This is an optimization exercise on Yosys and OpenROAD, whose aim is small area, a short achievable clock period and few clock cycles, not a production implementation.
In this exercise RTL edits were held to simulation tests only and were not proved equivalent to the original.
Power is estimated from default activity; no workload was simulated.

## flow/run.sh

```bash
#!/bin/bash
# synth_recipe.tcl (not shown) runs the flow's synth.tcl, then flattens the netlist and writes it again
# the make line also repeats each setting of config.mk as NAME=value (left out here)
make -C /OpenROAD-flow-scripts/flow DESIGN_CONFIG=/design/flow/config.mk WORK_HOME=/design/flow/orfs CLKGATE_MAP_FILE= SYNTH_SCRIPT=/design/flow/synth_recipe.tcl finish
```

## flow/config.mk

```make
export PLATFORM = sky130hd
export DESIGN_NAME = cpu
export DESIGN_NICKNAME = cpu
export VERILOG_FILES = /design/flow/design.v
export SDC_FILE = /design/flow/constraint.sdc
export NUM_CORES = 4
export LEC_CHECK = 0
export CAP_MARGIN = 20
export CELL_PAD_IN_SITES_DETAIL_PLACEMENT = 2
export CELL_PAD_IN_SITES_GLOBAL_PLACEMENT = 2
export CORE_MARGIN = 2
export CORE_UTILIZATION = 35
export CTS_CLUSTER_DIAMETER = 80
export CTS_CLUSTER_SIZE = 18
export PLACE_DENSITY = 0.6
export SETUP_SLACK_MARGIN = 4.8
export SLEW_MARGIN = 20
export SYNTH_HIERARCHICAL = 1
export SYNTH_MINIMUM_KEEP_SIZE = 0
export TNS_END_PERCENT = 5
```

## flow/constraint.sdc

```tcl
create_clock -name core_clock -period 8.0 [get_ports {clk}]
set_input_delay 1.6000 -clock core_clock [delete_from_list [all_inputs] [get_ports {clk}]]
set_output_delay 1.6000 -clock core_clock [all_outputs]
set_load 0.01 [all_outputs]
```

## flow/design.v

```verilog
module cpu (input clk, input rst,
            output [31:0] imem_addr, input [31:0] imem_rdata,
            output [31:0] dmem_addr, output [31:0] dmem_wdata,
            output dmem_we, output dmem_re, input [31:0] dmem_rdata);
    reg [31:2] pc;
    reg        x_wr, x_lw, x_sw, x_beq, x_sub;
    reg        x_fam, x_fbm;    
    reg        x_imm;           
    reg [4:0]  x_rd;
    reg [31:0] x_a, x_b;
    reg [15:0] x_i;
    reg [31:2] x_tgt;
    reg        m_wr, m_lw, m_sw;
    reg [4:0]  m_rd;
    reg [31:0] m_r, m_sd;
    assign dmem_addr  = m_r;
    assign dmem_wdata = m_sd;
    assign dmem_we    = m_sw;
    assign dmem_re    = m_lw;
    wire [31:0] m_res = m_lw ? dmem_rdata : m_r;
    wire [31:0] a   = x_fam ? m_r : x_a;
    wire [31:0] b   = x_fbm ? m_r : x_b;
    wire [31:0] op2 = x_imm ? {{16{x_i[15]}}, x_i} : b;
    wire [31:0] alu;
    sk_add #(32) alu_add (.a(a), .b(op2 ^ {32{x_sub}}), .ci(x_sub), .s(alu));
    wire taken = x_beq & (a == b);
    wire [31:0] inst = imem_rdata;
    wire [5:0] op = inst[31:26];
    wire [4:0] rs = inst[25:21];
    wire [4:0] rt = inst[20:16];
    wire [4:0] rdf = inst[15:11];
    wire d_R    = (op == 6'h00);
    wire d_addi = (op == 6'h08) | (op == 6'h09);
    wire d_lw   = (op == 6'h23);
    wire d_sw   = (op == 6'h2B);
    wire d_beq  = (op == 6'h04);
    wire d_j    = (op == 6'h02);
    wire d_ubeq = d_beq & (rs == rt);
    wire [4:0] d_rd = d_R ? rdf : (d_addi | d_lw) ? rt : 5'd0;
    wire d_wr = (d_R | d_addi | d_lw) & (d_rd != 5'd0);
    wire [31:2] pc4, btgt;
    assign pc4 = pc + 30'd1;
    sk_add #(30) br_add (.a(pc), .b({{14{inst[15]}}, inst[15:0]}), .ci(1'b1), .s(btgt));
    wire [31:2] jtgt = {4'b0000, inst[25:0]};
    reg [31:0] rf_r [1:31];
    reg [31:1] rf_v;
    integer i;
    always @(posedge clk)
        for (i = 1; i < 32; i = i + 1)
            if (m_wr && m_rd == i) rf_r[i] <= m_res;
    always @(posedge clk or posedge rst)
        if (rst) rf_v <= 31'd0;
        else
            for (i = 1; i < 32; i = i + 1)
                if (m_wr && m_rd == i) rf_v[i] <= 1'b1;
    wire [31:0] sa, sb;
    assign sa[0] = m_wr && m_rd == rs;    
    assign sb[0] = m_wr && m_rd == rt;
    genvar k, n;
    generate for (k = 1; k < 32; k = k + 1) begin : sel
        assign sa[k] = rf_v[k] && !(m_wr && m_rd == k) && rs == k;
        assign sb[k] = rf_v[k] && !(m_wr && m_rd == k) && rt == k;
    end endgenerate
    wire [31:0] rsv, rtv;
    generate for (n = 0; n < 32; n = n + 1) begin : col
        wire [31:0] d;
        assign d[0] = m_res[n];
        for (k = 1; k < 32; k = k + 1) begin : rb
            assign d[k] = rf_r[k][n];
        end
        wire [3:0] pa_n, pb_n;
        for (k = 0; k < 4; k = k + 1) begin : grp
            aoi8 ua (.s(sa[8*k+7:8*k]), .d(d[8*k+7:8*k]), .y_n(pa_n[k]));
            aoi8 ub (.s(sb[8*k+7:8*k]), .d(d[8*k+7:8*k]), .y_n(pb_n[k]));
        end
        assign rsv[n] = ~&pa_n;
        assign rtv[n] = ~&pb_n;
    end endgenerate
    wire hs = x_wr & (x_rd == rs);
    wire ht = x_wr & (x_rd == rt);
    wire use_rs = d_R | d_addi | d_lw | d_sw | (d_beq & ~d_ubeq);
    wire use_rt = d_R | d_sw | (d_beq & ~d_ubeq);
    wire stall = x_lw & ((hs & use_rs) | (ht & use_rt));
    wire go = ~taken & ~stall;
    always @(posedge clk or posedge rst) begin
        if (rst) begin
            pc <= 30'd0;
            x_wr <= 1'b0; x_lw <= 1'b0; x_sw <= 1'b0; x_beq <= 1'b0;
            m_wr <= 1'b0; m_lw <= 1'b0; m_sw <= 1'b0;
        end else begin
            if (taken)             pc <= x_tgt;
            else if (stall)        pc <= pc;
            else if (d_j)          pc <= jtgt;
            else if (d_ubeq)       pc <= btgt;
            else                   pc <= pc4;
            x_wr  <= go & d_wr;
            x_lw  <= go & d_lw;
            x_sw  <= go & d_sw;
            x_beq <= go & d_beq & ~d_ubeq;
            m_wr  <= x_wr;
            m_lw  <= x_lw;
            m_sw  <= x_sw;
        end
    end
    always @(posedge clk) begin
        x_rd  <= d_rd;
        x_sub <= d_R & inst[1];
        x_fam <= hs;
        x_fbm <= ht;
        x_imm <= ~d_R;
        x_a   <= rsv;
        x_b   <= rtv;
        x_i   <= inst[15:0];
        x_tgt <= btgt;
        m_rd  <= x_rd;
        m_r   <= alu;
        m_sd  <= b;
    end
    assign imem_addr = {pc, 2'b00};
endmodule
module aoi8 (input [7:0] s, input [7:0] d, output y_n);
    assign y_n = ~|(s & d);
endmodule
module sk_add #(parameter N = 32) (input [N-1:0] a, input [N-1:0] b, input ci,
                                   output [N-1:0] s);
    wire [N-1:0] g0 = a & b;
    wire [N-1:0] p0 = a ^ b;
    reg  [N-1:0] g, p, gn, pn;
    integer i, l;
    always @* begin
        g = g0;
        p = p0;
        for (l = 0; (1 << l) < N; l = l + 1) begin
            gn = g;
            pn = p;
            for (i = 0; i < N; i = i + 1)
                if ((i >> l) & 1) begin
                    gn[i] = g[i] | (p[i] & g[((i >> l) << l) - 1]);
                    pn[i] = p[i] & p[((i >> l) << l) - 1];
                end
            g = gn;
            p = pn;
        end
    end
    wire [N-1:0] c = {g[N-2:0] | (p[N-2:0] & {(N-1){ci}}), ci};
    assign s = p0 ^ c;
endmodule
```

==> impl_metrics.csv, run 1 <==
group,metric,value,unit
setup_path,crit_path_max_fanout,6,
setup_path,crit_path_start_kind,"input port",
finish,finalNonFillerCells,6349,
floorplanning,rows,144,
floorplanning,die_x,398.5,µm
pwr,p_per_area,220.3,nW/µm²
floorplanning,io-pin-count,164,
floorplanning,design.core.area,154200,µm²
finish,final_common_cell,"a22oi_1",
finish,area_delta_synth_final,19.66,%
routing,drt-total-wl,232.2,mm
sta,hold_viol,0,
yosys,yosysSeqAreaShare,64.74,%
global_routing,grt_max_degree,51,
setup_path,cp-startpoint,"imem_rdata[8]",
finish,layout_common_cells,"1027 x a22oi_1, 992 x edfxtp_1, 259 x and4_1",
routing,routedWlPerCell,36.58,µm
setup_path,cpMaxStageDelayCell,"o41ai_4",
sta,whs,383.8,ps
placed_design,routabilityCongestion,0.8309,
global_routing,grt_pass1_vias,41820,
cts,ctsHoldBuffers,0,
global_routing,grt_pass1_wl,324.4,mm
flow_run,cap_viol_max_count,0,
routing,drt_iter0_drc,4096,
routing,ant_nets,0,
yosys,synth_cells,3829,
pwr,ir_worst_vdd,0.0001559,V
setup_path,worstReg2RegStart,"x_fbm",
floorplanning,die_y,398.5,µm
placed_design,hpwl,147.9,mm
sta,worst_pin_slew,1146,ps
outcome,outcome,"timing/DRC/antenna clean",
hold_path,min_path_type,"register to register",
setup_path,endpoint,"pc[31]",
cts,clock_path_buffers,3,
setup_path,crit_type,"input port to register",
yosys,async_reset_ff_share,5.449,%
floorplanning,start_util,35.31,%
cts,cts.sinks,1248,
yosys,synth.distinct_cells,95,
routing,drcViolationCount,0,
yosys,avgSynthCellArea,14.22,µm²
yosys,yosysWarnings,10,
sta,max_freq,276.3,MHz
sta,report.final.slew_viol_count,0,
sta,fin_crit,3619,ps
pwr,power_leakage,20.38,nW
setup_path,reg2reg_depth,15,
setup_path,rrSetupSlack,4390,ps
routing,viasPerCell,6.399,
sta,setup_viol_count_final,0,
setup_path,critical-path-top-delay-family,"compound AO/OA/AOI/OAI gates",
finish,final_util,42.25,%
cts,cts_buffers,90,
cts,clock-root-buffer,"clkbuf_16",
placed_design,port_buffers,161,
yosys,synth-seq-cells,1248,
setup_path,r2r_end,"m_r[31]",
routing,vias,40630,
placed_design,dp_cells,6099,
yosys,synth_edf_count,992,
cts,htree_num_levels,3,
sta,slew_headroom,22.96,%
setup_path,path_depth,15,
floorplanning,die-area,158800,µm²
global_routing,grt_use_total,28.55,%
cts,path_clk_slew,80,ps
cts,worstSkewPairLatency,730,ps
setup_path,cp_cell_sequence,"clkbuf_4, ha_4, and4_4, nor2b_4, and3_4, a22o_4, nor2_8, buf_4, o41ai_4, a41o_1, a22oi_2, nand2_1, a21oi_1, a22o_1, mux2_4",
sta,rsz0062_at_grt,"true",
setup_path,critPathCaptureType,"register",
routing,dr.pass1.iters,5,
yosys,synth_area,54460,µm²
sta,skew,43.09,ps
global_routing,antenna_found_initial,11,
finish,final_layout_size_suffix_gt1_share,17.96,%
setup_path,required,8600,ps
setup_path,critPathMaxStageDelay,310,ps
global_routing,grt_overflow,0,
cts,cts_tree,"built",
sta,post-route-period-util,45.24,%
sta,finalSetupTns,0,ps
setup_path,path_buf_inv,2,
yosys,synth_top_flop_cell,"edfxtp_1",
setup_path,cp_data_arrival_time,4220,ps
finish,fin_nets,4371,
-- cell usage after synthesis (29+ instances only) --
master,number,area (µm²)
dfrtp_1,68,1702
clkbuf_1,37,138.9
nor3_1,73,365.4
edfxtp_1,992,29790
ha_1,61,763.2
nand4_1,81,506.7
mux2_2,87,979.7
nand2b_1,33,206.5
o21ai_0,85,425.4
nor4_1,31,193.9
a22oi_1,1028,7717
dfxtp_1,188,3764
nand3_1,36,180.2
inv_1,53,198.9
mux2_4,35,525.5
xnor2_1,100,875.8
nand2_1,111,416.7
a21oi_1,29,145.1
xor2_1,63,551.8
and4_1,262,2295
nor2_1,79,296.5
-- power breakdown --
part	leakage (nW)	internal, mW	switching [mW]
Combinational	7.65	0.947	1.07
Sequential	11.4	7.23	0.280
Clock	1.37	2.35	2.48
Total	20.4	10.5	3.83
-- registers in the layout, summed over array words and instances, names as in the netlist, 16 cells and up --
register	count
rf_r	992
x_b	32
x_tgt	30
x_a	32
pc	30
m_r	32
rf_v	31
m_sd	32
x_i	16
-- modules after synthesis, one instance, submodules excluded, a selection --
module	copies in the design	flops+latches	cell area [µm²]	cells
aoi8	256	0	38.79	5
cpu	1	1248	42010	2228
-- through the flow --
step	setup WS (ps)	area [µm²]	power, mW
final	4381	65170	14.36
after global routing	4306	65160	14.83
after CTS	4383	64390	14.33
after detailed placement	2368	60390	9.398
after global placement	2449	60390	9.353
after floorplan	4095	55470	8.655
-- worst min path at each step --
stage / startpoint / slack, ps / cells after the start / end
floorplan: x_sw / 330 / 0 / m_sw
global placement: x_sw / 330 / 0 / m_sw
detailed placement: x_sw / 360 / 0 / m_sw
CTS: x_sw / 380 / 0 / m_sw
global route: x_sw / 390 / 0 / m_sw
finish: x_sw / 380 / 0 / m_sw
-- area by class of cell --
class	instances	area, µm²
Fill cell	15060	89060
Sequential cell	1248	35270
Multi-Input combinational cell	2468	20630
Timing Repair Buffer	380	3637
Tap cell	2044	2557
Clock buffer	117	2427
Clock inverter	36	437.9
Inverter	54	203.9
Antenna cell	2	5.005
-- logic make-up (layout without fill, tap and decap cells) --
group / Yosys count / after routing / share of synthesized area (%)
AO/OA/AOI/OAI: 1276 / 1276 / 17.32
adder cells (fa/ha/maj): 63 / 63 / 1.475
XOR/XNOR: 163 / 163 / 2.621
AND/OR/NAND/NOR: 808 / 808 / 9.539
other: 2 / 6 / 0.01379
buffers and inverters: 115 / 587 / 0.9213
multiplexers: 154 / 154 / 3.370
flip-flops: 1248 / 1248 / 64.74
-- layer usage --
metal,vias to the layer above,wire (µm),track usage (%)
li1,16940,-,-
met2,1609,106500,44.92
met5,-,0,0
met4,0,6017,7.675
met1,21780,102700,40.67
met3,307,17000,4.865
-- timing repair --
item / CTS / global route
cloned: 5 / 2
pin swaps: 62 / 62
buffers inserted: 49 / 39
endpoints found under the setup margin: 242 / 217
gates resized for setup: 276 / 147
Testbench counts, summed over its fixed seeds: cycles 47,352.
==> run 2: changes to the inputs <==
--- a/flow/design.v
+++ b/flow/design.v
@@ -84,2 +84,6 @@
     wire go = ~taken & ~stall;
+    wire [31:2] pc_oth = taken ? x_tgt : stall ? pc : d_j ? jtgt : pc4;
+    wire sel_b = ~taken & ~stall & ~d_j & d_ubeq;
+    wire [31:2] pc_next;
+    mux2w #(30) pc_mux (.s(sel_b), .a(pc_oth), .b(btgt), .y(pc_next));
     always @(posedge clk or posedge rst) begin
@@ -90,7 +94,3 @@
         end else begin
-            if (taken)             pc <= x_tgt;
-            else if (stall)        pc <= pc;
-            else if (d_j)          pc <= jtgt;
-            else if (d_ubeq)       pc <= btgt;
-            else                   pc <= pc4;
+            pc <= pc_next;
             x_wr  <= go & d_wr;
@@ -147 +147,4 @@
 endmodule
+module mux2w #(parameter N = 32) (input s, input [N-1:0] a, input [N-1:0] b, output [N-1:0] y);
+    assign y = s ? b : a;
+endmodule
==> run 2 against run 1 <==
Effect of this change: non-clock buffer count is 11 higher; count of clock-buffer cells in the layout is 1 lower; utilization is 0.23 points higher; design area is 0.67% higher; routed wire length hardly changed; first-iteration DRC count is 7.5% higher; combinational power is 14% lower.
==> impl_metrics.csv, run 2 <==
group,metric,value,unit
outcome,outcome,"timing/DRC/antenna clean",
sta,setup_viol_count_final,0,
yosys,synth_cells,3806,
yosys,synth_area,54480,µm²
sta,report.final.slew_viol_count,0,
yosys,yosysSeqAreaShare,64.71,%
finish,layout_common_cells,"1023 x a22oi_1, 992 x edfxtp_1, 256 x and4_1",
finish,max_flop_register,"rf_r",
sta,post-route-period-util,44.65,%
floorplanning,die-area,158800,µm²
cts,ctsHoldBuffers,0,
setup_path,crit_path_max_fanout,6,
sta,finalSetupTns,0,ps
global_routing,grt_pass1_wl,322.5,mm
floorplanning,start_util,35.28,%
pwr,ir_worst_vdd,0.0001711,V
routing,drt_iter0_drc,4405,
global_routing,grt_overflow,0,
pwr,power_leakage,20.57,nW
yosys,async_reset_ff_share,5.449,%
finish,fin_nets,4361,
setup_path,r2r_end,"m_r[31]",
setup_path,path_depth,13,
floorplanning,die_x,398.5,µm
floorplanning,rows,144,
setup_path,worstReg2RegStart,"x_fbm",
cts,clock_path_buffers,3,
setup_path,crit_type,"register to register",
cts,cts_tree,"built",
setup_path,crit_path_start_kind,"register",
yosys,synth.distinct_cells,92,
cts,cts_buffers,93,
cts,cts.sinks,1248,
yosys,synthTopCellsByArea,"edfxtp_1 55%, a22oi_1 14%, dfxtp_1 6.9%",
yosys,yosysMostFrequentCell,"a22oi_1",
floorplanning,die_y,398.5,µm
yosys,netlist.area_leader.share,54.68,%
hold_path,min_path_type,"register to register",
yosys,synth_edf_count,992,
routing,dr.pass1.iters,6,
routing,drcViolationCount,0,
setup_path,cp-startpoint,"x_fbm",
floorplanning,io-pin-count,164,
global_routing,grt_use_total,28.45,%
routing,drt-total-wl,232.4,mm
yosys,synth_largest_area_cell,"edfxtp_1",
yosys,synth-seq-cells,1248,
finish,final_common_cell,"a22oi_1",
pwr,p_per_area,218.3,nW/µm²
yosys,synth_top_flop_cell,"edfxtp_1",
yosys,synth_common_cells,"1025 x a22oi_1, 992 x edfxtp_1, 260 x and4_1, 188 x dfxtp_1, 99 x xnor2_1",
global_routing,grt_pass1_vias,41310,
yosys,yosysWarnings,10,
setup_path,endpoint,"m_r[31]",
finish,largest_reg_flops,992,
setup_path,reg2reg_depth,13,
yosys,avgSynthCellArea,14.31,µm²
setup_path,rrSetupSlack,4430,ps
floorplanning,design.core.area,154400,µm²
routing,ant_nets,0,
sta,skew,40.73,ps
global_routing,antenna_found_initial,10,
hold_path,hold_start,"x_sw",
setup_path,cpMaxStageDelayCell,"dfxtp_4",
setup_path,critical-path-top-delay-family,"compound AO/OA/AOI/OAI gates",
placed_design,hpwl,148.3,mm
finish,finalNonFillerCells,6345,
finish,area_delta_synth_final,20.42,%
sta,max_freq,279.9,MHz
routing,vias,40590,
sta,slew_headroom,33.87,%
finish,final_layout_size_suffix_gt1_share,18.14,%
placed_design,port_buffers,161,
setup_path,cp_data_arrival_time,4180,ps
setup_path,crit_path_frequent_cell,"xnor2_1",
setup_path,critPathCaptureType,"register",
placed_design,dp_cells,6073,
routing,viasPerCell,6.397,
setup_path,critPathMaxStageDelay,480,ps
sta,rsz0062_at_grt,"true",
placed_design,routabilityCongestion,0.8534,
flow_run,cap_viol_max_count,0,
sta,fin_crit,3572,ps
setup_path,cp_cell_sequence,"buf_16, buf_12, mux2_4, mux2i_2, xnor2_1, ha_1, nand4b_1, a2111oi_2, nand3b_4, a32oi_4, o31ai_4, o41ai_4, xnor2_1",
cts,worstSkewPairLatency,740,ps
global_routing,grt_max_degree,49,
cts,clock-root-buffer,"clkbuf_16",
routing,routedWlPerCell,36.63,µm
sta,hold_viol,0,
setup_path,path_buf_inv,2,
setup_path,required,8610,ps
sta,worst_pin_slew,991.9,ps
cts,htree_num_levels,3,
cts,path_clk_slew,80,ps
run 2: cell types whose count changed in the layout (fill, tap and decap cells not counted), sizes merged, moves of 5 or more:
cell,previous run,this run
nand2,111,82
o211ai,5,0
nor3,74,83
o21ai,92,71
a2bb2oi,1,14
o32ai,5,0
o31ai,3,15
mux2,130,135
o22ai,6,12
clkinv,26,34
clkdlybuf4s15,0,6
run 2: through the flow:
step	utilization, %	area (µm²)	hold WS, ps	worst slack [ps]	total power [mW]
final	42.49	65600	360.6	4428	14.32
after global routing	42.49	65600	368.6	4298	14.78
after global placement	39.03	60270	336.0	2409	9.136
after detailed placement	39.03	60270	342.6	2325	9.172
after CTS	42.10	65000	363.5	4406	14.39
after floorplan	-	55420	331.2	4274	8.499
run 2: what timing repair did:
item,in CTS,in global routing
pin swaps,67,8
buffers inserted,77,20
gates resized for setup,260,114
setup endpoints to repair,247,223
cloned,9,2
run 2: cell families (layout without fill, tap and decap cells):
logic type / after synthesis / count (layout) / synth area share (%)
AO/OA/AOI/OAI: 1275 / 1275 / 17.39
buffers and inverters: 121 / 610 / 1.022
multiplexers: 157 / 157 / 3.539
other: 2 / 5 / 0.01378
adder cells (fa/ha/maj): 63 / 63 / 1.474
flip-flops: 1248 / 1248 / 64.71
AND/OR/NAND/NOR: 782 / 785 / 9.306
XOR/XNOR: 158 / 158 / 2.540
run 2: modules after synthesis, one instance, submodules excluded, a selection:
| module | flip-flops and latches | cell area (µm²) | times used |
|---|---|---|---|
| aoi8 | 0 | 38.79 | 256 |
| cpu | 1248 | 41540 | 1 |
run 2: worst register-to-register path: stages (launching register included):
cell and delay [ps]:
dfxtp_4 480, buf_16 190, buf_12 100, mux2_4 300
mux2i_2 170, xnor2_1 90, ha_1 360, nand4b_1 300
a2111oi_2 440, nand3b_4 250, a32oi_4 150, o31ai_4 320
o41ai_4 130, xnor2_1 140
run 2: layout make-up:
class / count / area, µm²
diodes: 1 / 2.502
multi-input cells: 2442 / 20410
clock inverters: 47 / 643.1
fillers: 14830 / 88800
clock buffers: 116 / 2529
repair buffers: 391 / 3964
well taps: 2044 / 2557
flip-flops and latches: 1248 / 35280
inverters: 56 / 219.0
run 2: worst min path at each step:
stage	to	slack (ps)	depth (start not counted)
floorplan	m_sw	330	0
global placement	m_sw	340	0
detailed placement	m_sw	340	0
CTS	m_sw	360	0
global route	m_sw	370	0
finish	m_sw	360	0
run 2: layer usage:
layer / wire length (µm) / global-route usage [%] / up-vias
met2: 105700 / 44.30 / 1624
met5: 11 / 0 / -
li1: - / - / 16920
met3: 16310 / 3.657 / 288
met1: 104500 / 41.98 / 21760
met4: 5890 / 7.028 / 2
run 2: report_power, final:
group	leakage, nW	switching (mW)	internal, mW
Sequential	11.3	0.242	7.21
Clock	1.51	2.55	2.59
Combinational	7.71	0.933	0.801
Testbench counts of run 2, summed over its fixed seeds: cycles 47,352.
==> run 3: changes to the inputs <==
--- a/flow/config.mk
+++ b/flow/config.mk
@@ -19,2 +19,2 @@
 export SYNTH_MINIMUM_KEEP_SIZE = 0
-export TNS_END_PERCENT = 5
+export TNS_END_PERCENT = 0
==> run 3 against run 2 <==
Effect of this change: still clean; clock skew shrank 22 ps; count of clock-buffer cells in the layout is the same; register-to-register slack gained 30 ps; highest routed layer unchanged.
==> impl_metrics.csv, run 3 <==
group,metric,value,unit
sta,whs,344.6,ps
hold_path,whs_path_depth,0,
floorplanning,die_y,398.5,µm
routing,vias,40470,
pwr,p_total,14.01,mW
sta,fin_crit,3618,ps
global_routing,grt_use_total,28.41,%
yosys,yosysWarnings,10,
finish,finalNonFillerCells,6299,
pwr,p_per_area,217.4,nW/µm²
cts,cts.sinks,1248,
global_routing,grt_overflow,0,
sta,hold_viol,0,
yosys,synth_cells,3806,
pwr,power.share.clock,34.6,%
setup_path,crit_path_max_fanout,32,
sta,setup_viol_count_final,0,
placed_design,dp_cells,6079,
floorplanning,start_util,35.28,%
routing,routedWlPerCell,36.43,µm
yosys,async_reset_ff_share,5.449,%
yosys,synth_edf_count,992,
routing,drt_iter0_drc,4816,
placed_design,dpl_cell_area,60300,µm²
yosys,synth_top_flop_cell,"edfxtp_1",
sta,rsz0062_at_grt,"true",
routing,dr.pass1.iters,5,
routing,drt-total-wl,229.5,mm
pwr,net-switching-power,3.664,mW
setup_path,reg2reg_depth,14,
routing,viasPerCell,6.425,
setup_path,required,8610,ps
placed_design,port_buffers,161,
yosys,netlist.area_leader.share,54.68,%
cts,clock_path_buffers,3,
yosys,synth.distinct_cells,92,
sta,skew,18.93,ps
floorplanning,die-area,158800,µm²
placed_design,hpwl,147.9,mm
floorplanning,rows,144,
finish,area_delta_synth_final,18.24,%
floorplanning,design.core.area,154400,µm²
finish,fillerInstances,15020,
cts,cts_buffers,90,
sta,finalSetupTns,0,ps
global_routing,grt_pass1_wl,322.8,mm
global_routing,antenna_found_initial,14,
pwr,pwr-share-comb,12.2,%
cts,clock-root-buffer,"clkbuf_16",
hold_path,min_path_type,"register to register",
setup_path,cp_cell_sequence,"buf_2, nand2b_4, or2_4, nor4_4, buf_4, a22oi_1, and4_1, nand4_1",
pwr,ir_worst_vdd,0.0001669,V
placed_design,routabilityCongestion,0.8287,
cts,cts_tree,"built",
routing,ant_nets,0,
routing,dr_wl_met2,105.3,mm
setup_path,crit_path_start_kind,"input port",
pwr,swShare,26.16,%
sta,report.final.slew_viol_count,0,
cts,worstSkewPairLatency,730,ps
routing,met1_length,101.7,mm
finish,layout_common_cells,"1024 x a22oi_1, 992 x edfxtp_1, 260 x and4_1",
floorplanning,io-pin-count,164,
sta,slew_headroom,35.43,%
setup_path,critPathMaxStageDelay,520,ps
setup_path,crit_type,"input port to register",
finish,max_flop_register,"rf_r",
finish,largest_reg_flops,992,
cts,htree_num_levels,3,
hold_path,hold_start,"x_sw",
yosys,synth_largest_area_cell,"edfxtp_1",
finish,final_layout_size_suffix_gt1_share,16.72,%
setup_path,cp_data_arrival_time,4220,ps
yosys,synth-seq-cells,1248,
yosys,synth_area,54480,µm²
cts,path_clk_slew,80,ps
sta,post-route-period-util,45.23,%
sta,max_freq,276.4,MHz
floorplanning,die_x,398.5,µm
yosys,yosysMostFrequentCell,"a22oi_1",
yosys,synthTopCellsByArea,"edfxtp_1 55%, a22oi_1 14%, dfxtp_1 6.9%",
pwr,power_leakage,20.10,nW
pwr,seq_power_share,53.2,%
yosys,yosysSeqAreaShare,64.71,%
yosys,synth_common_cells,"1025 x a22oi_1, 992 x edfxtp_1, 260 x and4_1, 188 x dfxtp_1, 99 x xnor2_1",
setup_path,critPathCaptureType,"register",
setup_path,worstReg2RegStart,"x_fbm",
pwr,p_int,10.34,mW
global_routing,grt_max_degree,59,
routing,drcViolationCount,0,
setup_path,rrSetupSlack,4460,ps
sta,worst_pin_slew,968.6,ps
yosys,avgSynthCellArea,14.31,µm²
global_routing,grt_pass1_vias,41180,
hold_path,min_to,"m_sw",
outcome,outcome,"timing/DRC/antenna clean",
finish,fin_area,64420,µm²
finish,fin_nets,4318,
routing,highest_layer,"met5",
cts,ctsHoldBuffers,0,
setup_path,cpMaxStageDelayCell,"buf_4",
setup_path,r2r_end,"m_r[30]",
routing,dr_wl_met3,17.59,mm
finish,final_common_cell,"a22oi_1",
flow_run,cap_viol_max_count,0,
[run 3: cell families (layout without fill, tap and decap cells)]
group / Yosys count / count (layout) / share of synthesized area, %
xor+xnor: 158 / 158 / 2.540
flops: 1248 / 1248 / 64.71
other cells: 2 / 6 / 0.01378
fa+ha+maj: 63 / 63 / 1.474
buf+inv: 121 / 565 / 1.022
mux: 157 / 157 / 3.539
compound gates: 1275 / 1275 / 17.39
simple gates: 782 / 783 / 9.306
[run 3: area by class of cell]
type	count	area [µm²]	share of cell area (%)
Inverter	56	215.2	0.3341
Clock inverter	40	473.0	0.7342
Timing Repair Buffer	353	3222	5.002
Clock buffer	116	2434	3.778
Sequential cell	1248	35290	54.78
Multi-Input combinational cell	2440	20220	31.39
Tap cell	2044	2557	3.970
Antenna cell	2	5.005	0.007770
[run 3: power groups by stage]
stage	logic (mW)	registers [mW]	clock network, mW
2_1_floorplan	0.988	7.51	0
4_1_cts	1.70	7.45	4.94
6_report	1.71	7.45	4.84
3_5_place_dp	1.58	7.58	0
5_1_grt	1.84	7.48	5.15
3_3_place_gp	1.54	7.58	0
[run 3: metrics by stage]
step | worst slack (ps) | util (%)
6_report | 4382 | 41.72
3_3_place_gp | 2576 | 39.05
3_5_place_dp | 2518 | 39.05
5_1_grt | 4326 | 41.71
4_1_cts | 4477 | 41.64
2_1_floorplan | 4274 | -
[run 3: timing repair]
item,4_1_cts,5_1_grt
gates resized for setup,232,14
endpoints found under the hold margin,0,0
pin swaps,39,20
setup endpoints to repair,245,231
gates cloned,4,0
buffers inserted,49,9
[run 3: how the worst max path moves through the flow]
stage / start / to / slack (ps) / cells past startpoint
global placement: imem_rdata[22] / pc[11] / 2580 / 10
global route: x_fbm / m_r[30] / 4330 / 14
finish: imem_rdata[17] / x_b[16] / 4380 / 8
CTS: x_fbm / m_r[31] / 4480 / 15
detailed placement: imem_rdata[22] / pc[24] / 2520 / 9
floorplan: imem_rdata[16] / x_b[0] / 4270 / 7
[run 3: critical path, delay by kind of cell]
family	cells	cell delay, ps
simple gates	5	1390
compound gates	1	200
buf+inv	2	950
[run 3: layer usage]
layer / vias to the layer above / track usage (%)
met5: - / 0
met4: 2 / 6.199
met3: 289 / 4.592
met2: 1638 / 44.88
met1: 21720 / 41.06
li1: 16830 / -
[run 3: per-module statistics from Yosys (local to each module, per instance), excerpt]
module / flops+latches / times used / cell area, µm²
cpu: 1248 / 1 / 41540
aoi8: 0 / 256 / 38.79
==> run 4: changes to the inputs <==
--- a/flow/design.v
+++ b/flow/design.v
@@ -13,5 +13,7 @@
     reg        m_wr, m_lw, m_sw;
+    reg        m_ld;           
     reg [4:0]  m_rd;
     reg [31:0] m_r, m_sd;
-    assign dmem_addr  = m_r;
+    reg [31:0] m_a;            
+    assign dmem_addr  = m_a;
     assign dmem_wdata = m_sd;
@@ -19,3 +21,3 @@
     assign dmem_re    = m_lw;
-    wire [31:0] m_res = m_lw ? dmem_rdata : m_r;
+    wire [31:0] m_res = m_ld ? dmem_rdata : m_r;
     wire [31:0] a   = x_fam ? m_r : x_a;
@@ -92,3 +94,3 @@
             x_wr <= 1'b0; x_lw <= 1'b0; x_sw <= 1'b0; x_beq <= 1'b0;
-            m_wr <= 1'b0; m_lw <= 1'b0; m_sw <= 1'b0;
+            m_wr <= 1'b0; m_lw <= 1'b0; m_sw <= 1'b0; m_ld <= 1'b0;
         end else begin
@@ -101,2 +103,3 @@
             m_lw  <= x_lw;
+            m_ld  <= x_lw & x_wr;
             m_sw  <= x_sw;
@@ -116,2 +119,3 @@
         m_r   <= alu;
+        m_a   <= (x_lw | x_sw) ? alu : 32'd0;
         m_sd  <= b;
--- a/flow/config.mk
+++ b/flow/config.mk
@@ -19,2 +19,2 @@
 export SYNTH_MINIMUM_KEEP_SIZE = 0
-export TNS_END_PERCENT = 0
+export TNS_END_PERCENT = 5
==> run 4 against run 3 <==
Effect of this change: total power up 3.2%; flip-flop and latch count up 33; synthesized cell count up 2.0%; still clean on timing, DRC and antenna; non-clock buffer count up 16; worst hold slack better by 57 ps.
==> impl_metrics.csv, run 4 <==
group,metric,value,unit
sta,rsz0062_at_grt,"true",
sta,finalSetupTns,0,ps
placed_design,port_buffers,161,
pwr,p_per_area,220.2,nW/µm²
yosys,synth_edf_count,992,
sta,setup_viol_count_final,0,
finish,final_util,42.03,%
setup_path,crit_type,"register to register",
floorplanning,design.core.area,156200,µm²
setup_path,crit_path_start_kind,"register",
yosys,synth_top_flop_cell,"edfxtp_1",
yosys,avgSynthCellArea,14.19,µm²
floorplanning,die_x,400.8,µm
setup_path,cp_cell_sequence,"buf_6, clkbuf_16, buf_12, mux2_4, o21ai_2, xnor2_1, ha_1, a21o_1, a21o_1, a221o_1, a32oi_4, buf_6, buf_6, o21ai_2, a211oi_2, nor2_2, nor2b_2",
placed_design,routabilityCongestion,0.8447,
sta,fin_ws,4279,ps
finish,final_layout_size_suffix_gt1_share,16.59,%
floorplanning,io-pin-count,164,
pwr,power_leakage,20.59,nW
finish,multi_input_area,20300,µm²
pwr,swShare,26.36,%
yosys,yosysSeqAreaShare,65.19,%
floorplanning,start_util,35.27,%
cts,worstSkewPairLatency,740,ps
floorplanning,rows,145,
cts,cts_buffers,94,
yosys,synth.distinct_cells,81,
placed_design,dp_cells,6159,
routing,viasPerCell,6.326,
setup_path,crit_path_max_fanout,6,
yosys,netlist.area_leader.share,54.07,%
finish,fin_nets,4413,
yosys,yosysWarnings,10,
global_routing,grt_pass1_wl,322.6,mm
yosys,synth_common_cells,"1026 x a22oi_1, 992 x edfxtp_1, 261 x and4_1, 220 x dfxtp_1, 96 x xnor2_1",
sta,skew,35.62,ps
finish,finalNonFillerCells,6412,
routing,ant_nets,0,
floorplanning,die_y,400.8,µm
setup_path,critPathCaptureType,"register",
setup_path,cpMaxStageDelayCell,"a221o_1",
pwr,net-switching-power,3.811,mW
routing,drcViolationCount,0,
yosys,async_reset_ff_share,5.386,%
global_routing,grt_overflow,0,
finish,ff_latch_area,35940,µm²
yosys,synthTopCellsByArea,"edfxtp_1 54%, a22oi_1 14%, dfxtp_1 8.0%",
finish,max_flop_register,"rf_r",
pwr,pwr-share-comb,12.1,%
routing,routedWlPerCell,35.86,µm
sta,post-route-period-util,46.51,%
global_routing,antenna_found_initial,9,
routing,drt-total-wl,229.9,mm
cts,clock_path_buffers,3,
routing,vias,40560,
global_routing,grt_pass1_vias,41650,
setup_path,rrSetupSlack,4280,ps
sta,report.final.slew_viol_count,0,
sta,max_freq,268.8,MHz
yosys,synth_cells,3883,
pwr,power.share.clock,35.0,%
floorplanning,die-area,160600,µm²
setup_path,critPathMaxStageDelay,410,ps
finish,area_delta_synth_final,19.15,%
routing,drt_iter0_drc,3992,
cts,cts_tree,"built",
outcome,outcome,"timing/DRC/antenna clean",
flow_run,cap_viol_max_count,0,
setup_path,cp_data_arrival_time,4320,ps
yosys,synth-seq-cells,1281,
cts,cts.sinks,1281,
yosys,yosysMostFrequentCell,"a22oi_1",
yosys,synth_largest_area_cell,"edfxtp_1",
cts,path_clk_slew,80,ps
hold_path,min_path_type,"register to register",
sta,fin_crit,3721,ps
finish,largest_reg_flops,992,
yosys,synth_area,55100,µm²
global_routing,grt_use_total,27.80,%
routing,dr.pass1.iters,5,
placed_design,hpwl,147.5,mm
pwr,p_int,10.65,mW
cts,clock-root-buffer,"clkbuf_16",
finish,layout_common_cells,"1026 x a22oi_1, 992 x edfxtp_1, 260 x and4_1",
sta,worst_pin_slew,899.0,ps
setup_path,crit_path_frequent_cell,"buf_6",
sta,slew_headroom,40.07,%
sta,hold_viol,0,
pwr,p_total,14.46,mW
pwr,seq_power_share,52.9,%
global_routing,grt_max_degree,60,
finish,fillerInstances,15170,
pwr,ir_worst_vdd,0.0001573,V
placed_design,dp_slack,2592,ps
cts,htree_num_levels,3,
finish,final_common_cell,"a22oi_1",
setup_path,required,8600,ps
run 4: repair_timing:
action,in CTS,in global routing
hold buffers,0,0
setup buffers,31,44
gates resized for setup,192,126
pin swaps,19,31
cloned,11,1
setup endpoints to repair,266,245
run 4: worst paths after layout:
| kind | start | endpoint | cells after the start |
|---|---|---|---|
| max in group asynchronous | rst | m_ld | 3 |
| setup reg to reg | x_fbm | m_a[28] | 17 |
| setup / recovery | x_fbm | m_a[28] | 17 |
| hold / removal | x_rd[2] | m_rd[2] | 0 |
| min in group asynchronous | rst | rf_v[1] | 2 |
| hold reg to reg | x_rd[2] | m_rd[2] | 0 |
run 4: kinds of logic (layout without fill, tap and decap cells):
family	Yosys count	in the layout	synth area share (%)
flip-flops	1281	1281	65.19
AND/OR/NAND/NOR	817	821	9.531
AO/OA/AOI/OAI	1306	1306	17.37
adder cells (fa/ha/maj)	63	63	1.458
other	2	6	0.01363
buffers and inverters	113	576	0.8766
multiplexers	135	135	2.918
XOR/XNOR	166	166	2.639
run 4: metrics by stage:
step	cell area [µm²]	hold slack [ps]
floorplan	56110	354.6
global placement	60930	404.3
detailed placement	60930	390.7
CTS	64830	406.0
global route	65650	423.0
finish	65650	401.4
run 4: layout make-up:
class                           instances  share of cell area (%)
Antenna cell                            2                0.007624
Clock buffer                          120                   3.829
Clock inverter                         44                  0.8481
Inverter                               43                  0.2478
Multi-Input combinational cell       2495                   30.93
Sequential cell                      1281                   54.74
Tap cell                             2058                   3.922
Timing Repair Buffer                  369                   5.480
run 4: power by group through the flow:
stage / combinational (mW) / clock (mW) / sequential (mW)
after floorplan: 1.01 / 0 / 7.71
after global routing: 1.89 / 5.36 / 7.68
after detailed placement: 1.63 / 0 / 7.79
after CTS: 1.72 / 5.15 / 7.65
final: 1.75 / 5.06 / 7.65
after global placement: 1.59 / 0 / 7.79
run 4: routing by layer:
layer  global-route usage (%)  routed length, µm  vias up
met5                        0                  0        -
met4                    5.675               4500        0
met3                    3.757              15190      256
met2                    45.39             108000     1514
met1                    39.51             102200    21730
li1                         -                  -    17060
run 4: worst max-delay path, delay by kind of cell (launching register included):
kind / cells / cell delay, ps
AO/OA/AOI/OAI: 7 / 1500
XOR/XNOR: 1 / 80
adder cells (fa/ha/maj): 1 / 360
buffers and inverters: 5 / 700
flip-flops: 1 / 380
multiplexers: 1 / 320
AND/OR/NAND/NOR: 2 / 230
run 4: per-module statistics from Yosys, one instance, submodules excluded, a selection:
module,cells,flip-flops and latches
cpu,2249,1281
aoi8,5,0
Testbench counts of run 4, summed over its fixed seeds: cycles 47,352.
==> run 5: changes to the inputs <==
--- a/flow/design.v
+++ b/flow/design.v
@@ -44,3 +44,8 @@
     assign pc4 = pc + 30'd1;
-    sk_add #(30) br_add (.a(pc), .b({{14{inst[15]}}, inst[15:0]}), .ci(1'b1), .s(btgt));
+    wire [16:0] bt_lo;
+    sk_add #(17) br_add (.a({1'b0, pc[17:2]}), .b({1'b0, inst[15:0]}), .ci(1'b1), .s(bt_lo));
+    wire [31:18] bt_v0, bt_v1, bt_hi;
+    hi_adj br_hi (.x(pc[31:18]), .neg(inst[15]), .c0(bt_v0), .c1(bt_v1));
+    mux2w #(14) br_sel (.s(bt_lo[16]), .a(bt_v0), .b(bt_v1), .y(bt_hi));
+    assign btgt = {bt_hi, bt_lo[15:0]};
     wire [31:2] jtgt = {4'b0000, inst[25:0]};
@@ -154 +159,7 @@
 endmodule
+module hi_adj (input [13:0] x, input neg, output [13:0] c0, output [13:0] c1);
+    wire [13:0] xp = x + 14'd1;
+    wire [13:0] xm = x - 14'd1;
+    assign c0 = neg ? xm : x;
+    assign c1 = neg ? x : xp;
+endmodule
==> run 5 against run 4 <==
Effect of this change: design area grew 1.4%; non-clock buffer count rose by 39; synthesized cell count up 1.0%; largest power group unchanged.
==> impl_metrics.csv, run 5 <==
group,metric,value,unit
hold_path,min_path_type,"register to register",
finish,final_common_cell,"a22oi_1",
routing,vias,41450,
sta,max_freq,264.5,MHz
outcome,outcome,"timing/DRC/antenna clean",
floorplanning,design.core.area,158200,µm²
setup_path,crit_path_max_fanout,8,
finish,area_delta_synth_final,19.54,%
routing,viasPerCell,6.388,
routing,drt-total-wl,238.2,mm
yosys,yosysMostFrequentCell,"a22oi_1",
cts,worstSkewPairLatency,730,ps
global_routing,grt_pass1_vias,41810,
hold_path,min_to,"m_rd[2]",
yosys,synth_top_flop_cell,"edfxtp_1",
sta,post-route-period-util,47.26,%
hold_path,whs_path_depth,0,
yosys,synth_common_cells,"1025 x a22oi_1, 992 x edfxtp_1, 262 x and4_1, 220 x dfxtp_1, 100 x mux2_2",
setup_path,critPathCaptureType,"register",
setup_path,worstReg2RegStart,"x_fbm",
cts,clock_path_buffers,3,
pwr,p_total,14.11,mW
routing,routedWlPerCell,36.71,µm
cts,htree_num_levels,3,
setup_path,required,8590,ps
yosys,netlist.area_leader.share,53.47,%
setup_path,cp_cell_sequence,"buf_6, buf_16, mux2_4, buf_4, xor2_1, nor3_1, a31oi_1, nor3_2, buf_4, and2_4, buf_12, nor4b_4, buf_4, buf_4, buf_12, mux2_4",
pwr,ir_worst_vdd,0.0001427,V
setup_path,crit_path_frequent_cell,"buf_4",
floorplanning,start_util,35.21,%
hold_path,hold_start,"x_rd[2]",
floorplanning,die_x,403.0,µm
yosys,yosysSeqAreaShare,64.48,%
cts,cts.sinks,1281,
setup_path,critPathMaxStageDelay,490,ps
yosys,synth_largest_area_cell,"edfxtp_1",
setup_path,r2r_end,"pc[25]",
global_routing,grt_pass1_wl,327.7,mm
floorplanning,die_y,403.0,µm
routing,dr.pass1.iters,6,
finish,largest_reg_flops,992,
global_routing,antenna_found_initial,15,
sta,slew_headroom,26.90,%
yosys,synth-seq-cells,1281,
setup_path,cp_data_arrival_time,4370,ps
yosys,synth.distinct_cells,94,
sta,rsz0062_at_grt,"true",
sta,skew,30.79,ps
finish,layout_common_cells,"1025 x a22oi_1, 992 x edfxtp_1, 260 x and4_1",
global_routing,grt_overflow,0,
sta,hold_viol,0,
yosys,synth_cells,3923,
sta,fin_crit,3781,ps
global_routing,grt_max_degree,49,
global_routing,grt_use_total,28.12,%
setup_path,rrSetupSlack,4220,ps
floorplanning,rows,146,
cts,clock-root-buffer,"clkbuf_16",
yosys,synth_edf_count,992,
sta,setup_viol_count_final,0,
flow_run,cap_viol_max_count,0,
sta,report.final.slew_viol_count,0,
finish,fin_nets,4468,
placed_design,routabilityCongestion,0.8429,
pwr,power_leakage,20.98,nW
sta,finalSetupTns,0,ps
routing,drcViolationCount,0,
routing,ant_nets,0,
finish,max_flop_register,"rf_r",
cts,path_clk_slew,80,ps
placed_design,port_buffers,161,
cts,ctsHoldBuffers,0,
yosys,synthTopCellsByArea,"edfxtp_1 53%, a22oi_1 14%, dfxtp_1 7.9%",
setup_path,crit_path_start_kind,"register",
yosys,async_reset_ff_share,5.386,%
setup_path,crit_type,"register to register",
setup_path,cpMaxStageDelayCell,"nor3_1",
setup_path,path_buf_inv,8,
floorplanning,io-pin-count,164,
finish,final_layout_size_suffix_gt1_share,17.86,%
yosys,avgSynthCellArea,14.20,µm²
setup_path,reg2reg_depth,16,
pwr,p_per_area,211.9,nW/µm²
placed_design,hpwl,150.1,mm
sta,worst_pin_slew,1088,ps
cts,cts_buffers,91,
cts,cts_tree,"built",
routing,drt_iter0_drc,4566,
setup_path,critical-path-top-delay-family,"buffers and inverters",
yosys,yosysWarnings,10,
floorplanning,die-area,162400,µm²
yosys,synth_area,55710,µm²
-- run 5: cell count changes after synthesis, moves of 10 or more --
cell / change
nor2_1: -17
mux2_2: +15
ha_1: -11
o21ai_0: -10
inv_1: +13
o21bai_1: -11
mux2_4: +27
nor3_1: +12
-- run 5: per-module statistics from Yosys (local to each module, per instance), excerpt --
module  area [µm²]  cells  flip-flops and latches  copies in the design
cpu          42470   2239                    1281                     1
hi_adj       531.8     77                       0                     1
aoi8         38.79      5                       0                   256
-- run 5: layout make-up --
class	count	area, µm²
clock buffer	121	2485
timing repair buffer	408	4197
inverter	56	211.5
fill	15470	91600
antenna	4	10.01
multi-input combinational	2512	20770
tap	2072	2592
clock inverter	35	392.9
sequential	1281	35930
-- run 5: repair_timing --
action                                  in CTS  in global routing
endpoints found under the setup margin     266                256
resized for setup                          150                205
pin swaps                                   45                 34
buffers inserted                            57                 47
cloned                                       7                  6
-- run 5: metrics by stage --
step	instances	cell area, µm²	hold slack, ps	worst slack [ps]	utilization (%)
3_5_place_dp	6212	61510	388.2	2292	38.88
5_1_grt	6485	66580	413.5	4110	42.09
6_report	6489	66590	405.2	4219	42.09
2_1_floorplan	3927	56790	354.6	4315	-
4_1_cts	6432	65500	400.7	4265	41.41
3_3_place_gp	6212	61510	381.1	2388	38.88
-- run 5: cell families after synthesis --
logic type	after synthesis	share of synthesized area, %
adders and majority gates	52	1.195
xor gates and xnor gates	164	2.578
AOI/OAI and AO/OA	1286	16.95
other	2	0.01348
and+or+nand+nor	822	9.609
muxes	181	3.989
buffers and inverters	135	1.184
DFF	1281	64.48
-- run 5: report_power, final --
| group | internal, mW | total, mW | leakage (nW) | switching [mW] |
|---|---|---|---|---|
| Clock | 2.36 | 4.87 | 1.39 | 2.51 |
| Combinational | 0.771 | 1.62 | 7.97 | 0.848 |
| Sequential | 7.35 | 7.63 | 11.6 | 0.274 |
| Total | 10.5 | 14.1 | 21.0 | 3.63 |
-- run 5: worst max-delay path by stage --
stage | from | endpoint | slack, ps | cells past startpoint
finish | x_fbm | pc[25] | 4220 | 16
global route | x_fbm | m_a[30] | 4110 | 16
CTS | x_fbm | m_a[31] | 4270 | 14
detailed placement | imem_rdata[21] | pc[25] | 2290 | 9
global placement | imem_rdata[23] | pc[31] | 2390 | 9
floorplan | imem_rdata[18] | x_b[0] | 4310 | 7
-- run 5: per-layer routing --
metal,part of all wire (%),GRT usage (%)
met5,0,0
met3,7.3,3.711
met4,3.0,7.254
met1,44,41.25
met2,46,43.83
Testbench counts of run 5, summed over its fixed seeds: cycles 47,352.
==> run 6: changes to the inputs <==
--- a/flow/design.v
+++ b/flow/design.v
@@ -13,7 +13,5 @@
     reg        m_wr, m_lw, m_sw;
-    reg        m_ld;           
     reg [4:0]  m_rd;
     reg [31:0] m_r, m_sd;
-    reg [31:0] m_a;            
-    assign dmem_addr  = m_a;
+    assign dmem_addr  = m_r;
     assign dmem_wdata = m_sd;
@@ -21,3 +19,3 @@
     assign dmem_re    = m_lw;
-    wire [31:0] m_res = m_ld ? dmem_rdata : m_r;
+    wire [31:0] m_res = m_lw ? dmem_rdata : m_r;
     wire [31:0] a   = x_fam ? m_r : x_a;
@@ -44,8 +42,3 @@
     assign pc4 = pc + 30'd1;
-    wire [16:0] bt_lo;
-    sk_add #(17) br_add (.a({1'b0, pc[17:2]}), .b({1'b0, inst[15:0]}), .ci(1'b1), .s(bt_lo));
-    wire [31:18] bt_v0, bt_v1, bt_hi;
-    hi_adj br_hi (.x(pc[31:18]), .neg(inst[15]), .c0(bt_v0), .c1(bt_v1));
-    mux2w #(14) br_sel (.s(bt_lo[16]), .a(bt_v0), .b(bt_v1), .y(bt_hi));
-    assign btgt = {bt_hi, bt_lo[15:0]};
+    sk_add #(30) br_add (.a(pc), .b({{14{inst[15]}}, inst[15:0]}), .ci(1'b1), .s(btgt));
     wire [31:2] jtgt = {4'b0000, inst[25:0]};
@@ -99,3 +92,3 @@
             x_wr <= 1'b0; x_lw <= 1'b0; x_sw <= 1'b0; x_beq <= 1'b0;
-            m_wr <= 1'b0; m_lw <= 1'b0; m_sw <= 1'b0; m_ld <= 1'b0;
+            m_wr <= 1'b0; m_lw <= 1'b0; m_sw <= 1'b0;
         end else begin
@@ -108,3 +101,2 @@
             m_lw  <= x_lw;
-            m_ld  <= x_lw & x_wr;
             m_sw  <= x_sw;
@@ -124,3 +116,2 @@
         m_r   <= alu;
-        m_a   <= (x_lw | x_sw) ? alu : 32'd0;
         m_sd  <= b;
@@ -159,7 +150 @@
 endmodule
-module hi_adj (input [13:0] x, input neg, output [13:0] c0, output [13:0] c1);
-    wire [13:0] xp = x + 14'd1;
-    wire [13:0] xm = x - 14'd1;
-    assign c0 = neg ? xm : x;
-    assign c1 = neg ? x : xp;
-endmodule
--- a/flow/config.mk
+++ b/flow/config.mk
@@ -8,9 +8,9 @@
 export CAP_MARGIN = 20
-export CELL_PAD_IN_SITES_DETAIL_PLACEMENT = 2
-export CELL_PAD_IN_SITES_GLOBAL_PLACEMENT = 2
+export CELL_PAD_IN_SITES_DETAIL_PLACEMENT = 1
+export CELL_PAD_IN_SITES_GLOBAL_PLACEMENT = 1
 export CORE_MARGIN = 2
-export CORE_UTILIZATION = 35
+export CORE_UTILIZATION = 50
 export CTS_CLUSTER_DIAMETER = 80
 export CTS_CLUSTER_SIZE = 18
-export PLACE_DENSITY = 0.6
+export PLACE_DENSITY = 0.8
 export SETUP_SLACK_MARGIN = 4.8
==> run 6 against run 5 <==
Effect of this change: synthesized cell count shrank 3.0%; flip-flop and latch count shrank 33; die area shrank 31%; setup slack gained 250 ps; maximum frequency grew 7.2%; clock power shrank 14%; global-route usage grew 8.4 points; worst hold slack lost 31 ps; critical path type is now input port to register; critical endpoint is now pc[24]; largest power group unchanged.
==> impl_metrics.csv, run 6 <==
group,metric,value,unit
sta,skew,46.06,ps
setup_path,rrSetupSlack,4500,ps
yosys,synth-simple-area-share,9.306,%
setup_path,cp_data_arrival_time,4090,ps
floorplanning,rows,121,
cts,path_clk_slew,90,ps
flow_run,cap_viol_max_count,0,
sta,slew_headroom,43.65,%
sta,finalSetupTns,0,ps
finish,final_layout_size_suffix_gt1_share,17.50,%
finish,final_common_cell,"a22oi_1",
finish,fillerInstances,10100,
yosys,yosysMostFrequentCell,"a22oi_1",
sta,hold_viol,0,
routing,ant_nets,0,
sta,rsz0062_at_grt,"true",
floorplanning,die-area,111600,µm²
placed_design,hpwl,130.3,mm
setup_path,crit_path_max_fanout,6,
hold_path,min_path_type,"register to register",
yosys,netlist.area_leader.share,54.68,%
pwr,power_leakage,20.13,nW
yosys,synth_xor_area_share,2.540,%
yosys,synth_edf_count,992,
finish,fin_nets,4324,
sta,report.final.slew_viol_count,0,
cts,htree_num_levels,3,
floorplanning,die_y,334.1,µm
yosys,synth_common_cells,"1025 x a22oi_1, 992 x edfxtp_1, 260 x and4_1, 188 x dfxtp_1, 99 x xnor2_1",
yosys,synth_area,54480,µm²
floorplanning,design.core.area,108400,µm²
global_routing,antenna_found_initial,23,
yosys,synth_top_family_by_area,"compound AO/OA/AOI/OAI gates",
finish,fin_area,63800,µm²
sta,worst_pin_slew,838.8,ps
finish,multi_input_area,20630,µm²
cts,clock_path_buffers,3,
yosys,synth_cells,3806,
finish,layout_common_cells,"1024 x a22oi_1, 992 x edfxtp_1, 259 x and4_1",
setup_path,crit_path_start_kind,"input port",
yosys,synth-compound-area-share,17.39,%
outcome,outcome,"timing/DRC/antenna clean",
yosys,synth-seq-cells,1248,
floorplanning,die_x,334.1,µm
placed_design,dpl_cell_area,59370,µm²
sta,fin_ws,4472,ps
cts,cts_tree,"built",
sta,setup_viol_count_final,0,
yosys,synth.distinct_cells,92,
yosys,synthTopCellsByArea,"edfxtp_1 55%, a22oi_1 14%, dfxtp_1 6.9%",
yosys,async_reset_ff_share,5.449,%
global_routing,grt_overflow,0,
setup_path,required,8570,ps
cts,ctsHoldBuffers,0,
yosys,yosysSeqAreaShare,64.71,%
placed_design,routabilityCongestion,0.9199,
global_routing,grt_pass1_wl,300.4,mm
floorplanning,start_util,50.26,%
pwr,p_total,13.57,mW
pwr,ir_worst_vdd,0.0001530,V
global_routing,grt_pass1_vias,42890,
cts,clock-root-buffer,"clkbuf_16",
finish,area_delta_synth_final,17.11,%
routing,routedWlPerCell,36.96,µm
yosys,yosysWarnings,10,
pwr,p_per_area,212.7,nW/µm²
finish,final_util,58.86,%
yosys,avgSynthCellArea,14.31,µm²
sta,max_freq,283.5,MHz
routing,drt-total-wl,209.6,mm
routing,vias,42450,
setup_path,critPathCaptureType,"register",
placed_design,dp_slack,2553,ps
finish,largest_reg_flops,992,
cts,cts.sinks,1248,
sta,fin_crit,3528,ps
sta,post-route-period-util,44.10,%
global_routing,grt_max_degree,69,
setup_path,crit_type,"input port to register",
finish,max_flop_register,"rf_r",
finish,ff_latch_area,35300,µm²
cts,worstSkewPairLatency,710,ps
floorplanning,io-pin-count,164,
routing,dr.pass1.iters,6,
yosys,synth_adder_area_share,1.474,%
global_routing,grt_use_total,36.48,%
routing,drt_iter0_drc,6717,
yosys,synth_top_flop_cell,"edfxtp_1",
placed_design,port_buffers,161,
cts,cts_buffers,80,
yosys,synth_largest_area_cell,"edfxtp_1",
yosys,synth_mux_area_share,3.539,%
routing,drcViolationCount,0,
routing,viasPerCell,7.483,
## run 6: cell types whose count changed after synthesis, moves of 9 or more
cell | before | now
a21oi_1 | 67 | 33
clkbuf_1 | 45 | 30
dfxtp_1 | 220 | 188
ha_1 | 50 | 61
mux2_2 | 100 | 84
nand2_1 | 96 | 79
nand3_1 | 27 | 42
nor2b_1 | 44 | 13
o31ai_1 | 4 | 13
xnor2_1 | 87 | 99
xor2_1 | 77 | 59
## run 6: critical path: stages
cell,delay [ps]
clkdlybuf4s15_2,260
ha_1,330
a21o_1,220
a21oi_4,210
o21ai_4,110
a22o_4,270
nor2_8,200
nor3_2,90
a2111oi_4,380
xnor2_2,140
mux2_4,270
## run 6: what timing repair did
item / in CTS / in global routing
buffers inserted: 62 / 25
setup endpoints to repair: 220 / 198
pin swaps: 56 / 38
resized for setup: 302 / 108
cloned: 6 / 2
## run 6: layout make-up
| cell class | count | area share (%) |
|---|---|---|
| clock inverters | 10 | 0.2824 |
| inverters | 56 | 0.3314 |
| well taps | 1414 | 2.773 |
| diodes | 7 | 0.02746 |
| repair buffers | 368 | 5.479 |
| clock buffers | 128 | 3.436 |
| flip-flops and latches | 1248 | 55.33 |
| multi-input cells | 2441 | 32.34 |
## run 6: path summary, 6_finish.rpt
| path | startpoint | endpoint | cells past startpoint |
|---|---|---|---|
| worst max-delay path | imem_rdata[0] | pc[24] | 11 |
| worst min-delay path | x_sw | m_sw | 0 |
| worst max register to register | x_fbm | m_r[31] | 13 |
| worst min register to register | x_sw | m_sw | 0 |
| max in group asynchronous | rst | pc[11] | 4 |
| min in group asynchronous | rst | rf_v[15] | 3 |
## run 6: through the flow
stage / hold slack, ps / cells
4_1_cts: 359.8 / 5637
6_report: 374.4 / 5672
3_3_place_gp: 337.7 / 5431
2_1_floorplan: 331.2 / 3808
5_1_grt: 373.4 / 5670
3_5_place_dp: 340.1 / 5431
## run 6: kinds of logic after synthesis
| family | count (synthesis) |
|---|---|
| compound gates | 1275 |
| flops | 1248 |
| simple gates | 782 |
| xor+xnor | 158 |
| mux | 157 |
| buf+inv | 121 |
| fa+ha+maj | 63 |
| other cells | 2 |
## run 6: routing by layer
layer	share of wire, %	track usage (%)	vias up
met5	0.068	0	-
met4	3.8	13.74	20
met3	14	9.794	620
met2	47	57.87	3511
met1	36	48.13	21470
li1	-	-	16830
## run 6: where the power goes
part / total, mW / internal (mW) / switching, mW
sequential: 7.48 / 7.21 / 0.266
clock: 4.21 / 1.95 / 2.26
combinational: 1.87 / 0.857 / 1.02
## run 6: Yosys stat by module, one instance, submodules excluded, excerpt
module	cells inside	area (µm²)
aoi8	5	38.79
cpu	2172	41540
Testbench counts of run 6, summed over its fixed seeds: cycles 47,352.
==> run 7: changes to the inputs <==
--- a/flow/design.v
+++ b/flow/design.v
@@ -45,3 +45,3 @@
     reg [31:0] rf_r [1:31];
-    reg [31:1] rf_v;
+    reg [31:1] rf_e;
     integer i;
@@ -51,6 +51,6 @@
     always @(posedge clk or posedge rst)
-        if (rst) rf_v <= 31'd0;
+        if (rst) rf_e <= 31'd0;
         else
             for (i = 1; i < 32; i = i + 1)
-                if (m_wr && m_rd == i) rf_v[i] <= 1'b1;
+                rf_e[i] <= (rf_e[i] | (m_wr && m_rd == i)) & !(x_wr && x_rd == i);
     wire [31:0] sa, sb;
@@ -60,4 +60,4 @@
     generate for (k = 1; k < 32; k = k + 1) begin : sel
-        assign sa[k] = rf_v[k] && !(m_wr && m_rd == k) && rs == k;
-        assign sb[k] = rf_v[k] && !(m_wr && m_rd == k) && rt == k;
+        assign sa[k] = rf_e[k] && rs == k;
+        assign sb[k] = rf_e[k] && rt == k;
     end endgenerate
==> run 7 against run 6 <==
Effect of this change: still clean on timing, DRC and antenna; sequential share of layout area grew 1.1 points; maximum frequency fell by 3.1%; non-clock buffer count is 19 lower; largest power group unchanged.
==> impl_metrics.csv, run 7 <==
group,metric,value,unit
outcome,outcome,"timing/DRC/antenna clean",
finish,fin_area,62550,µm²
routing,drcViolationCount,0,
placed_design,hpwl,132.6,mm
routing,ant_nets,0,
sta,fin_crit,3643,ps
setup_path,crit_type,"register to register",
hold_path,whs_path_depth,0,
routing,vias,42710,
finish,fillerInstances,10300,
yosys,synth_cells,3819,
global_routing,grt_max_degree,64,
routing,routedWlPerCell,37.74,µm
pwr,ir_worst_vdd,0.0001643,V
global_routing,grt_overflow,0,
hold_path,hold_start,"x_sw",
sta,rsz0062_at_grt,"true",
setup_path,critPathCaptureType,"register",
sta,finalSetupTns,0,ps
yosys,synthTopCellsByArea,"edfxtp_1 55%, a22oi_1 14%, dfxtp_1 6.9%",
cts,ctsHoldBuffers,0,
placed_design,dpl_cell_area,58750,µm²
sta,setup_viol_count_final,0,
yosys,yosysWarnings,10,
global_routing,grt_use_total,37.09,%
finish,multi_input_area,19630,µm²
cts,worstSkewPairLatency,700,ps
finish,final_layout_size_suffix_gt1_share,14.18,%
setup_path,cpMaxStageDelayCell,"dfxtp_4",
routing,dr.pass1.iters,8,
finish,finalNonFillerCells,5642,
sta,fin_ws,4357,ps
routing,drt_iter0_drc,7573,
cts,clock_path_buffers,3,
pwr,power.share.clock,31.8,%
yosys,yosysSeqAreaShare,64.65,%
finish,layout_common_cells,"1028 x a22oi_1, 992 x edfxtp_1, 264 x and4_1",
placed_design,dp_cells,5437,
yosys,netlist.area_leader.share,54.63,%
setup_path,cp_data_arrival_time,4230,ps
cts,path_clk_slew,90,ps
pwr,seq_power_share,56.1,%
routing,drt-total-wl,212.9,mm
sta,report.final.slew_viol_count,0,
sta,skew,38.21,ps
finish,fin_nets,4311,
finish,final_common_cell,"a22oi_1",
sta,post-route-period-util,45.53,%
finish,max_flop_register,"rf_r",
hold_path,min_to,"m_sw",
setup_path,critical-path-top-delay-family,"compound AO/OA/AOI/OAI gates",
floorplanning,design.core.area,108600,µm²
setup_path,required,8590,ps
floorplanning,die_y,334.2,µm
pwr,pwr-share-comb,12.1,%
cts,htree_num_levels,3,
yosys,synth-seq-cells,1248,
pwr,swShare,25.59,%
pwr,power_leakage,19.49,nW
global_routing,antenna_found_initial,13,
pwr,p_total,13.31,mW
setup_path,rrSetupSlack,4360,ps
setup_path,worstReg2RegStart,"x_fbm",
floorplanning,io-pin-count,164,
global_routing,grt_pass1_vias,42120,
setup_path,cp_cell_sequence,"buf_12, buf_12, mux2_4, mux2i_2, xnor2_1, ha_1, a21oi_2, o21ai_2, a221oi_2, nand3b_4, a32oi_4, buf_4, o21ai_1, a211oi_2, nor2_1",
finish,area_delta_synth_final,14.70,%
global_routing,grt_pass1_wl,303.3,mm
hold_path,min_path_type,"register to register",
setup_path,crit_path_max_fanout,8,
yosys,synth_top_flop_cell,"edfxtp_1",
cts,cts_buffers,80,
pwr,p_per_area,212.7,nW/µm²
setup_path,crit_path_start_kind,"register",
flow_run,cap_viol_max_count,0,
yosys,synth.distinct_cells,89,
setup_path,path_buf_inv,3,
sta,max_freq,274.5,MHz
yosys,avgSynthCellArea,14.28,µm²
sta,worst_pin_slew,1025,ps
cts,clock-root-buffer,"clkbuf_16",
floorplanning,start_util,50.24,%
cts,cts.sinks,1248,
floorplanning,die_x,334.2,µm
routing,viasPerCell,7.569,
yosys,async_reset_ff_share,5.449,%
pwr,p_int,9.902,mW
sta,slew_headroom,31.64,%
placed_design,port_buffers,161,
setup_path,critPathMaxStageDelay,460,ps
finish,largest_reg_flops,992,
placed_design,routabilityCongestion,0.9859,
setup_path,r2r_end,"m_r[28]",
cts,cts_tree,"built",
yosys,synth_edf_count,992,
pwr,net-switching-power,3.405,mW
finish,ff_latch_area,35310,µm²
yosys,synth_area,54530,µm²
setup_path,path_depth,15,
setup_path,crit_path_frequent_cell,"buf_12",
floorplanning,die-area,111700,µm²
floorplanning,rows,121,
yosys,synth_common_cells,"1028 x a22oi_1, 992 x edfxtp_1, 265 x and4_1, 188 x dfxtp_1, 127 x nor2_1",
yosys,synth_largest_area_cell,"edfxtp_1",
setup_path,reg2reg_depth,15,
yosys,yosysMostFrequentCell,"a22oi_1",
sta,hold_viol,0,
placed_design,dp_slack,2613,ps
## run 7: per-module statistics from Yosys, one instance, submodules excluded, excerpt
module | times used | cell area (µm²)
cpu | 1 | 41590
aoi8 | 256 | 38.79
## run 7: stage by stage
step | utilization [%] | hold slack [ps]
finish | 57.62 | 364.4
global route | 57.62 | 368.1
CTS | 57.43 | 358.3
detailed placement | 54.12 | 340.4
global placement | 54.12 | 334.9
floorplan | - | 329.0
## run 7: cell families after synthesis
logic type                 count (synthesis)  synth area share, %
xor gates and xnor gates                 164                2.634
buffers and inverters                    112               0.8650
DFF                                     1248                64.65
and+or+nand+nor                          757                9.052
other                                      2              0.01377
muxes                                    154                3.391
AOI/OAI and AO/OA                       1319                17.92
adders and majority gates                 63                1.473
## run 7: layout make-up
cell class | instances | area share (%)
diodes | 4 | 0.01600
well taps | 1414 | 2.829
clock inverters | 7 | 0.1600
multi-input cells | 2463 | 31.38
flip-flops and latches | 1248 | 56.45
clock buffers | 117 | 3.609
inverters | 40 | 0.2420
repair buffers | 349 | 5.315
## run 7: worst max path at each step
stage | to | slack [ps] | start
finish | m_r[28] | 4360 | x_fbm
global route | m_r[28] | 4290 | x_fbm
CTS | m_r[31] | 4570 | x_fbm
detailed placement | pc[5] | 2610 | imem_rdata[25]
global placement | pc[5] | 2680 | imem_rdata[25]
floorplan | pc[10] | 4180 | imem_rdata[21]
## run 7: timing repair
item | in CTS | in global routing
pin swaps | 33 | 23
endpoints found under the setup margin | 220 | 199
gates resized for setup | 236 | 35
gates cloned | 9 | 1
buffers inserted | 56 | 11
## run 7: power groups by stage
stage               logic, mW  clock network (mW)  registers [mW]
floorplan               0.899                   0            7.50
finish                   1.61                4.23            7.47
global route             1.71                4.43            7.47
detailed placement       1.43                   0            7.57
global placement         1.37                   0            7.57
CTS                      1.52                4.21            7.44
## run 7: metal layers
metal	up-vias	global-route usage [%]	share of wire, %
met3	667	11.16	15
met1	21510	50.01	36
met5	-	0	0.092
met2	3675	57.41	45
li1	16840	-	-
met4	12	12.43	4.1
Testbench counts of run 7, summed over its fixed seeds: cycles 47,352.

-- separate check: timing with driven ports --
In the flow no input, the clock included, has a driving cell. The finished layouts below were timed again as built, in two steps.
Step 1 sets driving cells, clkbuf_16 on the clock port and buf_2 on the other inputs (assumed; they add their load-dependent delay and slew).
Step 2 moves the port delays by t, midway between the first and last clock arrival at a register: inputs arrive t later, outputs are due t later. That takes back most of the time a late clock gives input paths.
Three values: ideal ports, drivers, drivers and shift; two values: the first two.
run	t, ns	setup slack, ns	hold slack, ns	worst setup path at the end	worst slew at a driven data input, ns
run 1	0.795	4.381 / 4.331 / 3.636	0.384 / 0.384 / 0.384	input to register	0.07
run 2	0.805	4.428 / 4.365 / 3.681	0.361 / 0.361 / 0.361	input to register	0.06
run 3	0.815	4.382 / 4.429 / 3.615	0.345 / 0.345 / 0.345	input to register	0.08
run 4	0.801	4.279 / 4.279 / 3.629	0.401 / 0.401 / 0.401	input to register	0.14
run 5	0.797	4.219 / 4.219 / 3.560	0.405 / 0.405 / 0.405	input to register	0.08
run 6	0.770	4.472 / 4.448 / 3.759	0.374 / 0.374 / 0.374	input to register	0.17
run 7	0.760	4.357 / 4.357 / 3.703	0.364 / 0.364 / 0.364	input to register	0.14
After both steps every run listed still meets setup and hold. The setup slack of run 3, which loses most, moves by +0.047 ns with the drivers and by -0.767 ns with both steps.
